Background: an optimization exercise with open tools, aiming at small area and a short achievable clock period. Do not read the settings as production practice.
No functional check of the RTL was part of any run shown here.

==> flow/design.v, too long to show whole: its modules and the start of the top module <==
// module butterfly_top_module_8_point: 947 lines
// module add16_sk: 70 lines
module butterfly_top_module_8_point(
    input clk,
    input rst,
    input new_input_flag,
    input [15:0] input_real0,
    input [15:0] input_real1,
    input [15:0] input_real2,
    input [15:0] input_real3,
    input [15:0] input_real4,
    input [15:0] input_real5,
    input [15:0] input_real6,
    input [15:0] input_real7,
    input [15:0] input_imag0,
    input [15:0] input_imag1,
    input [15:0] input_imag2,
    input [15:0] input_imag3,
    input [15:0] input_imag4,
    input [15:0] input_imag5,
    input [15:0] input_imag6,
    input [15:0] input_imag7,
    output [15:0] output_real0,
    output [15:0] output_real1,
    output [15:0] output_real2,
    output [15:0] output_real3,
    output [15:0] output_real4,
    output [15:0] output_real5,
    output [15:0] output_real6,
    output [15:0] output_real7,
    output [15:0] output_imag0,
    output [15:0] output_imag1,
    output [15:0] output_imag2,
    output [15:0] output_imag3,
    output [15:0] output_imag4,
    output [15:0] output_imag5,
    output [15:0] output_imag6,
    output [15:0] output_imag7,
    output fft_ready_flag
);
  // ...
==> flow/flow/run.sh <==
#!/bin/bash
# The standard layout (standard.sh), with the ports buffered by buf_1 cells instead of
# the larger clkdlybuf4s50_1 that buffer_ports picks on its own; every port still gets a buffer.
set -euo pipefail
bash standard.sh "BUFFER_PORTS_ARGS=-buffer_cell sky130_fd_sc_hd__buf_1" finish > standard_sh.log 2>&1
==> flow/standard.sh <==
#!/bin/bash
# synth_recipe.tcl (not shown) runs the flow's synth.tcl, then flattens the netlist and writes it again
# the make line also repeats each setting of config.mk as NAME=value (left out here)
make -C /OpenROAD-flow-scripts/flow DESIGN_CONFIG=/design/flow/config.mk WORK_HOME=/design/flow/orfs CLKGATE_MAP_FILE= SYNTH_SCRIPT=/design/flow/synth_recipe.tcl "${@:-finish}"
==> flow/config.mk <==
export PLATFORM = sky130hd
export DESIGN_NAME = butterfly_top_module_8_point
export DESIGN_NICKNAME = butterfly_top_module_8_point
export VERILOG_FILES = /design/flow/design.v
export SDC_FILE = /design/flow/constraint.sdc
export NUM_CORES = 4
export LEC_CHECK = 0
export CAP_MARGIN = 20
export CORE_MARGIN = 2
export CORE_UTILIZATION = 60
export SETUP_SLACK_MARGIN = 5
export SLEW_MARGIN = 20
==> flow/constraint.sdc <==
create_clock -name core_clock -period 10.0 [get_ports {clk}]
set_input_delay 2.0000 -clock core_clock [delete_from_list [all_inputs] [get_ports {clk}]]
set_output_delay 2.0000 -clock core_clock [all_outputs]
set_load 0.01 [all_outputs]
==> summary.md, run 1 <==
| Metric | Value |
|---|---|
| Outcome | no timing/DRC/antenna violations |
| Family with the most delay on the worst path | compound AO/OA/AOI/OAI gates |
| Most frequent cells in the layout | inv_1 (1091), ha_1 (780), dfxtp_1 (708), xnor2_1 (500), buf_1 (500) |
| Vias | roughly 44k |
| Root Driver | clkbuf_16 |
| Kind of critical path | input pin to register |
| Drt drc | 0 |
| Clock period minus worst slack | slightly above 5 ns |
| Worst EP arrival | 5.77 ns |
| Area delta synth->final | 15.90% |
| Top FF cell, synth | dfxtp_1 |
| Sinks on the clock net | 754 |
| Io pins | 516 |
| Number of global-route vias before repair | 43.98k |
| Slowest CP cell | or3_4 |
| XOR/XNOR Fraction of Synth Area | about an eighth |
| Met3 track demand over resource | 3.100% |
| DRT Pass-1 Iters | 6 |
| Leading cell type in the layout, fill and taps excluded | inv_1 |
| Via density per instance | around 5.3 |
| Avg Cell Area, Syn | 9.495 um^2 |
| Max incr delay on CP | 0.39 ns |
| Worst slew pin tran | 0.7362 ns |
| Clock latency (worst-skew pair) | 0.68 ns |
| CTS tree | done |
| Worst r2r path cells | 22 |
| Final HPWL DP | 133600 um |
| Worst-path maximum fanout | 2 |
| Final hold vios | 0 |
| Non-clock buffer area fraction after layout | under 10% |
| Row cnt | ~120 |
| Post-synth top area cell | dfxtp_1 |
| Worst setup SP type | input pin |
==> inputs of run 2 (changes only) <==
==> flow/run.sh (new file) <==
#!/bin/bash
# synth_recipe.tcl (not shown) runs the flow's synth.tcl, then flattens the netlist and writes it again
# the make line also repeats each setting of config.mk as NAME=value (left out here)
make -C /OpenROAD-flow-scripts/flow DESIGN_CONFIG=/design/flow/config.mk WORK_HOME=/design/flow/orfs CLKGATE_MAP_FILE= SYNTH_SCRIPT=/design/flow/synth_recipe.tcl finish
removed: flow/flow/run.sh
removed: flow/standard.sh
==> summary.md, run 2 <==
| Metric | Value |
|---|---|
| Post-synth EDFFs | 0 |
| Row cnt | 116 (unchanged) |
| Fin Clk Skew | 0.03300 ns |
| Width of the die | between 300 and 400 um |
| ANT nets after route | 0 |
| Setup_tns | 0 ns |
| Biggest regs | d5_p2: 17 flops, d7_p2: 17 flops |
| Worst slew pin tran | 0.7108 ns (-0.02542 ns) |
| Per-cell routed wire length | 19.44 um |
| Number of distinct library cells after synthesis | between 70 and 80 |
| Fin Hold WS | 0.4447 ns |
| Crit end category | register |
| Clock period minus worst slack | 5.122 ns (-0.06214 ns) |
| Post-synth top cells | inv_1 (1113), ha_1 (839), dfxtp_1 (754) |
| Post-Place Cells | around 8k |
| Pre-CTS WS | 3.634 ns |
| Critical Path RT | 10.59 ns |
| Hold Buf Count CTS | 0 |
| Initial core utilization | approximately three fifths |
| Routability Congestion | 0.9576 |
| Max Transition Viols Final | 0 |
| Port Buffers | between 500 and 600 |
| Hold depth | 1 |
| Post-synth top area cell | dfxtp_1 |
| Avg Cell Area, Syn | 9.495 um^2 (unchanged) |
| Root Driver | clkbuf_16 |
| Sinks on the clock net | 754 (unchanged) |
| Worst EP arrival | 5.71 ns (-0.06 ns) |
| Reg clk slew, reported paths | about 0.06 ns |
| Largest net degree at the start of global routing | 15 |
| Drt drc | 0 (unchanged) |
| Final non-filler cell total | 8381 |
| Async SR Flop Fraction | 0% |
| Global-route wire length before repair | roughly 250000 um |
| Post-synthesis register bit count | between 700 and 800 |
| Slew margin rel. | 52.27% |
| # fillers | 7450 |
| Final nets | 8637 |
| Die area | 102800 um^2 |
| Vias | 44.65k (+0.95%) |
| Max Cap Violations | 0 |
| CORE AREA | about 100000 um^2 |
| Kind of critical path | input pin to register |
| Worst min path class | register to register |
| Tcrit/Tclk final | a little over 50% |
| Area delta synth->final | 22.15% |
| Layout cells sized above 1 | 12.37% |
| Final HPWL DP | 134600 um (+0.75%) |
| Die H | 320.6 um |
| Seq/Total Area, Yosys | about a quarter |
| Outcome | no timing/DRC/antenna violations |
| Final Setup Violations | 0 |
| Unrepaired setup endpoints after global routing | yes |
| Mapped cell area | between 60000 and 70000 um^2 |
| Via density per instance | 5.328 (+0.30%) |
| Io pins | 516 (unchanged) |
| Leading cell type in the layout, fill and taps excluded | inv_1 |
| Clock latency (worst-skew pair) | 0.68 ns (about the same) |
| Most frequent cells in the layout | inv_1 (1084), ha_1 (773), dfxtp_1 (696), xnor2_1 (497), fa_1 (481) |
| DRT Pass-1 Iters | 5 (-1) |
| Worst setup SP type | input pin |
| Number of global-route vias before repair | 44.96k (+2.2%) |
| Yosys warns | 1 |
| Area share of the largest cell type after synthesis | 25.10% |
| Top cells by area, synth | dfxtp_1 (25%), ha_1 (17%), fa_1 (17%), xnor2_1 (7.6%), inv_1 (6.9%) |
| Worst setup slack after layout | 4.878 ns |
| DRT iter0 DRCs | 2353 |
| Syn_nets | 7957 |
| Clock buffer depth | 3 |
| CTS tree | done |
| FMAX | 0.1952 GHz |
| Final hold vios | 0 (unchanged) |
| Total gr overflow | 0 |
| Most frequent cell after synthesis | inv_1 |
| Final wirelength | 162900 um |
| Worst-path maximum fanout | 6 (+4) |
| Worst r2r path cells | 20 (-9.1%) |
| GRT Overall Usage | 31.23% |
| Antenna violations before repair | 12 |
| Post-Synthesis Cells | 6335 |
| Top FF cell, synth | dfxtp_1 |
| Htree depth | 3 |
| TritonCTS Buffers | 86 |
run 2: cell families after synthesis:
logic type | after synthesis | synth area share, %
buf+inv | 1207 | 7.591
flops | 754 | 25.10
compound gates | 897 | 9.941
xor+xnor | 810 | 11.79
simple gates | 1302 | 10.65
fa+ha+maj | 1363 | 34.89
mux | 2 | 0.03328
run 2: worst paths after layout:
path	from	endpoint	slack [ns]
worst max-delay path	input_real4[5]	l1_04r_1_p1[15]	4.88
worst min register to register	valid[1]	valid[2]	0.44
worst max register to register	l1_37i_1_p1[1]	nz7_p2	4.94
worst min-delay path	valid[1]	valid[2]	0.44
run 2: worst max-delay path, cell delays in order:
cell and delay [ns]:
buf_6 0.09, or3_4 0.37, or3_4 0.39, nor2_4 0.10
nand4b_1 0.17, ha_4 0.23, nand2_4 0.09, nor3_1 0.06
xor2_1 0.24, inv_1 0.08, ha_1 0.21, or4_1 0.53
o21a_2 0.26, a211oi_4 0.28, o31ai_4 0.13, a2111o_1 0.39
o211ai_1 0.08
run 2: timing repair:
| item | 4_1_cts | 5_1_grt |
|---|---|---|
| setup endpoints to repair | 154 | 141 |
| setup buffers | 95 | 73 |
| pin swaps | 153 | 220 |
| resized for setup | 359 | 362 |
run 2: metal layers:
layer	up-vias	global-route usage [%]	routed length, um
li1	21650	-	-
met3	293	3.359	7007
met5	-	0	13
met1	21620	38.44	67170
met4	2	15.09	8800
met2	1096	54.60	79900
run 2: stage by stage:
stage          area [um^2]  util (%)
3_3_place_gp         66990     67.18
6_report             73470     73.68
3_5_place_dp         66990     67.18
5_1_grt              73470     73.68
2_1_floorplan        60610         -
4_1_cts              71590     71.80
run 2: final cells by class:
type	count	area, um^2	share of cell area, %
diodes	4	10.01	0.01362
clock buffers	118	2474	3.367
well taps	1298	1624	2.210
inverters	1116	4198	5.714
repair buffers	683	6439	8.764
multi-input cells	4374	43020	58.56
clock inverters	34	467.9	0.6369
flip-flops and latches	754	15240	20.74
==> inputs of run 3 (changes only) <==
==> flow/flow/run.sh (new file) <==
#!/bin/bash
set -euo pipefail
bash standard.sh "BUFFER_PORTS_ARGS=-buffer_cell sky130_fd_sc_hd__buf_1" SETUP_SLACK_MARGIN=5.5 finish > standard_sh.log 2>&1
==> flow/standard.sh (new file) <==
#!/bin/bash
# synth_recipe.tcl (not shown) runs the flow's synth.tcl, then flattens the netlist and writes it again
# the make line also repeats each setting of config.mk as NAME=value (left out here)
make -C /OpenROAD-flow-scripts/flow DESIGN_CONFIG=/design/flow/config.mk WORK_HOME=/design/flow/orfs CLKGATE_MAP_FILE= SYNTH_SCRIPT=/design/flow/synth_recipe.tcl "${@:-finish}"
--- a/flow/config.mk
+++ b/flow/config.mk
@@ -8,5 +8,4 @@
 export CAP_MARGIN = 20
 export CORE_MARGIN = 2
 export CORE_UTILIZATION = 60
-export SETUP_SLACK_MARGIN = 5
 export SLEW_MARGIN = 20
removed: flow/run.sh
==> summary.md, run 3 <==
| Metric | Value |
|---|---|
| GRT Overall Usage | 31.97% (+0.74 points) |
| Worst min path class | register to register |
| Worst-path maximum fanout | 2 (-4) |
| Total gr overflow | 0 (unchanged) |
| Area share of the largest cell type after synthesis | 25.10% (unchanged) |
| Min-delay src | valid[0] |
| Leading cell type in the layout, fill and taps excluded | inv_1 |
| Clock latency (worst-skew pair) | 0.68 ns (about the same) |
| Htree depth | 3 (unchanged) |
| Kind of critical path | input pin to register |
| Root Driver | clkbuf_16 |
| Mapped cell area | 60150 um^2 (unchanged) |
| R2R setup slack | 4.95 ns (about the same) |
| Port Buffers | 515 (unchanged) |
| Clock period minus worst slack | 5.175 ns (+0.05278 ns) |
| Critical path origin | input_real4[5] |
| Top FF cell, synth | dfxtp_1 |
| Final nets | 8891 (+2.9%) |
| Worst Hold End | valid[1] |
| Worst r2r path cells | 23 (+15%) |
| Number of global-route vias before repair | 46.16k (+2.7%) |
| Post-synth top cells | inv_1 (1113), ha_1 (839), dfxtp_1 (754) |
| Most frequent cell after synthesis | inv_1 |
| DRT iter0 DRCs | 2413 (+2.5%) |
| Via density per instance | 5.370 (+0.79%) |
| Setup_tns | 0 ns (unchanged) |
| Post-synth top area cell | dfxtp_1 |
| Async SR Flop Fraction | 0% (unchanged) |
| Outcome | no timing/DRC/antenna violations |
| Per-cell routed wire length | 19.88 um (+2.3%) |
| FMAX | 0.1932 GHz (-1.0%) |
| Top cells by area, synth | dfxtp_1 (25%), ha_1 (17%), fa_1 (17%), xnor2_1 (7.6%), inv_1 (6.9%) |
| Global-route wire length before repair | 254000 um (+2.5%) |
| Seq/Total Area, Yosys | 25.10% (unchanged) |
| Max Cap Violations | 0 (unchanged) |
| Hold depth | 1 (unchanged) |
| Critical Path RT | 10.58 ns (about the same) |
| R2R Path End | d5_p2[15] |
| Final wirelength | 171800 um (+5.4%) |
| Layout cells sized above 1 | 22.88% (+11 points) |
| Io pins | 516 (unchanged) |
| Largest net degree at the start of global routing | 16 (+1) |
| CTS tree | done |
| Yosys warns | 1 (unchanged) |
| Most frequent cells in the layout | inv_1 (1031), ha_1 (686), dfxtp_1 (675), buf_1 (479), fa_1 (433) |
| Worst setup SP type | input pin |
| Avg Cell Area, Syn | 9.495 um^2 (unchanged) |
| Max Transition Viols Final | 0 (unchanged) |
| ANT nets after route | 0 (unchanged) |
| Area delta synth->final | 27.80% |
| Clock buffer depth | 3 (unchanged) |
| Final HPWL DP | 133400 um (-0.91%) |
| Hold Buf Count CTS | 0 (unchanged) |
| Crit end category | register |
| Post-Synthesis Cells | 6335 (unchanged) |
| Die H | 320.6 um (unchanged) |
| Worst slew pin tran | 0.8322 ns (+0.1213 ns) |
| Die area | 102800 um^2 (unchanged) |
| Vias | 46.40k (+3.9%) |
| Post-synthesis register bit count | 754 (unchanged) |
| TritonCTS Buffers | 86 (unchanged) |
| Worst setup slack after layout | 4.825 ns (-0.05278 ns) |
| DRT Pass-1 Iters | 5 (unchanged) |
| Syn_nets | 7957 (unchanged) |
| Final hold vios | 0 (unchanged) |
| CORE AREA | 99710 um^2 (unchanged) |
| Width of the die | 320.6 um (unchanged) |
| Reg clk slew, reported paths | 0.06 ns (about the same) |
| Tcrit/Tclk final | 51.75% (+0.53 points) |
| Worst EP arrival | 5.75 ns (+0.04 ns) |
| R2R Path Start | l1_37i_1_p1[4] |
| Pre-CTS WS | 4.003 ns (+0.3693 ns) |
| Biggest regs | d5_p2: 17 flops, d7_p2: 17 flops |
| Drt drc | 0 (unchanged) |
| Routability Congestion | 0.9900 (+3.4%) |
| Slew margin rel. | 44.12% (-8.1 points) |
| Post-synth EDFFs | 0 (unchanged) |
| Fin Clk Skew | 0.02690 ns (-0.006104 ns) |
| Row cnt | 116 (unchanged) |
| Number of distinct library cells after synthesis | 76 (unchanged) |
| Antenna violations before repair | 10 (-2) |
| Sinks on the clock net | 754 (unchanged) |
| Final Setup Violations | 0 (unchanged) |
| Unrepaired setup endpoints after global routing | yes |
| Initial core utilization | 60.32% (unchanged) |
[run 3: cell counts after synthesis]
Identical to the previous run, type by type.
[run 3: cell type report]
cell class | count | area [um^2]
antenna | 5 | 12.51
timing repair buffer | 937 | 5888
clock buffer | 109 | 2370
sequential | 754 | 15310
tap | 1298 | 1624
multi-input combinational | 4374 | 46850
fill | 6843 | 22840
inverter | 1116 | 4233
clock inverter | 47 | 575.6
[run 3: what timing repair did]
action / in CTS / in global routing
cloned: 0 / 0
gates resized for setup: 662 / 657
endpoints found under the hold margin: 0 / 0
pin swaps: 371 / 383
buffers inserted: 228 / 193
setup endpoints to repair: 228 / 266
[run 3: worst max path at each step]
stage,slack (ns),cells past startpoint,end
final,4.82,18,l1_04r_1_p1[9]
after global routing,4.74,17,l1_37i_1_p1[15]
after CTS,4.85,17,l1_04r_1_p1[15]
after detailed placement,4.00,17,l1_04r_1_p1[15]
after global placement,4.03,17,l1_26r_1_p1[15]
after floorplan,4.36,16,l1_04r_1_p1[15]
[run 3: logic make-up after synthesis]
group           after synthesis  synth area share [%]
fa+ha+maj                  1363                 34.89
simple gates               1302                 10.65
buf+inv                    1207                 7.591
compound gates              897                 9.941
xor+xnor                    810                 11.79
flops                       754                 25.10
mux                           2               0.03328
[run 3: routing by layer]
metal	global-route usage, %	share of wire, %	up-vias
met3	3.852	4.2	378
met2	55.12	49	1169
met5	0	0.016	-
li1	-	-	22190
met4	14.98	5.7	4
met1	39.93	41	22660
[run 3: worst max-delay path: stages]
cell and delay, ns:
buf_6 0.09, or3_4 0.38, or3_4 0.39, nor2_4 0.09, nand4b_1 0.17, ha_4 0.32, xnor2_4 0.17, ha_2 0.19
inv_2 0.04, fa_2 0.33, nor2b_4 0.14, o311a_1 0.32, o21a_4 0.22, buf_4 0.13, buf_6 0.10, buf_6 0.12
fa_2 0.35, xnor2_1 0.19
[run 3: stage by stage]
step / util [%] / cell area [um^2] / std cells / hold WS (ns)
after detailed placement: 64.66 / 64470 / 8058 / 0.4247
after floorplan: - / 61380 / 6335 / 0.4138
after global placement: 64.66 / 64470 / 8058 / 0.4295
after global routing: 77.09 / 76860 / 8638 / 0.4567
final: 77.09 / 76870 / 8640 / 0.4515
after CTS: 72.33 / 72120 / 8442 / 0.4522

## what the ideal ports hide
In the flow no input, the clock included, has a driving cell. The finished layouts below were timed again as built, in two steps. Step 1 assumes that a clkbuf_16 drives the clock port and a buf_2 every other input. Step 2, shift: input delay + t, output delay - t, t = (earliest + latest rising clock arrival at the registers) / 2. This alone moves slack from input paths to output paths. Three values: ideal, step 1, step 2; two values: the first two.
run | shift t [ns] | setup slack, ns | worst setup path after step 2
run 1 | 0.740 | 4.815 / 4.852 / 4.113 | input to register
run 2 | 0.742 | 4.878 / 4.915 / 4.174 | input to register
run 3 | 0.750 | 4.825 / 4.857 / 4.107 | input to register
After both steps setup and hold are still met in every run listed. For run 3, which loses most, drivers alone change the setup slack by +0.032 ns; drivers and shift together by -0.718 ns.
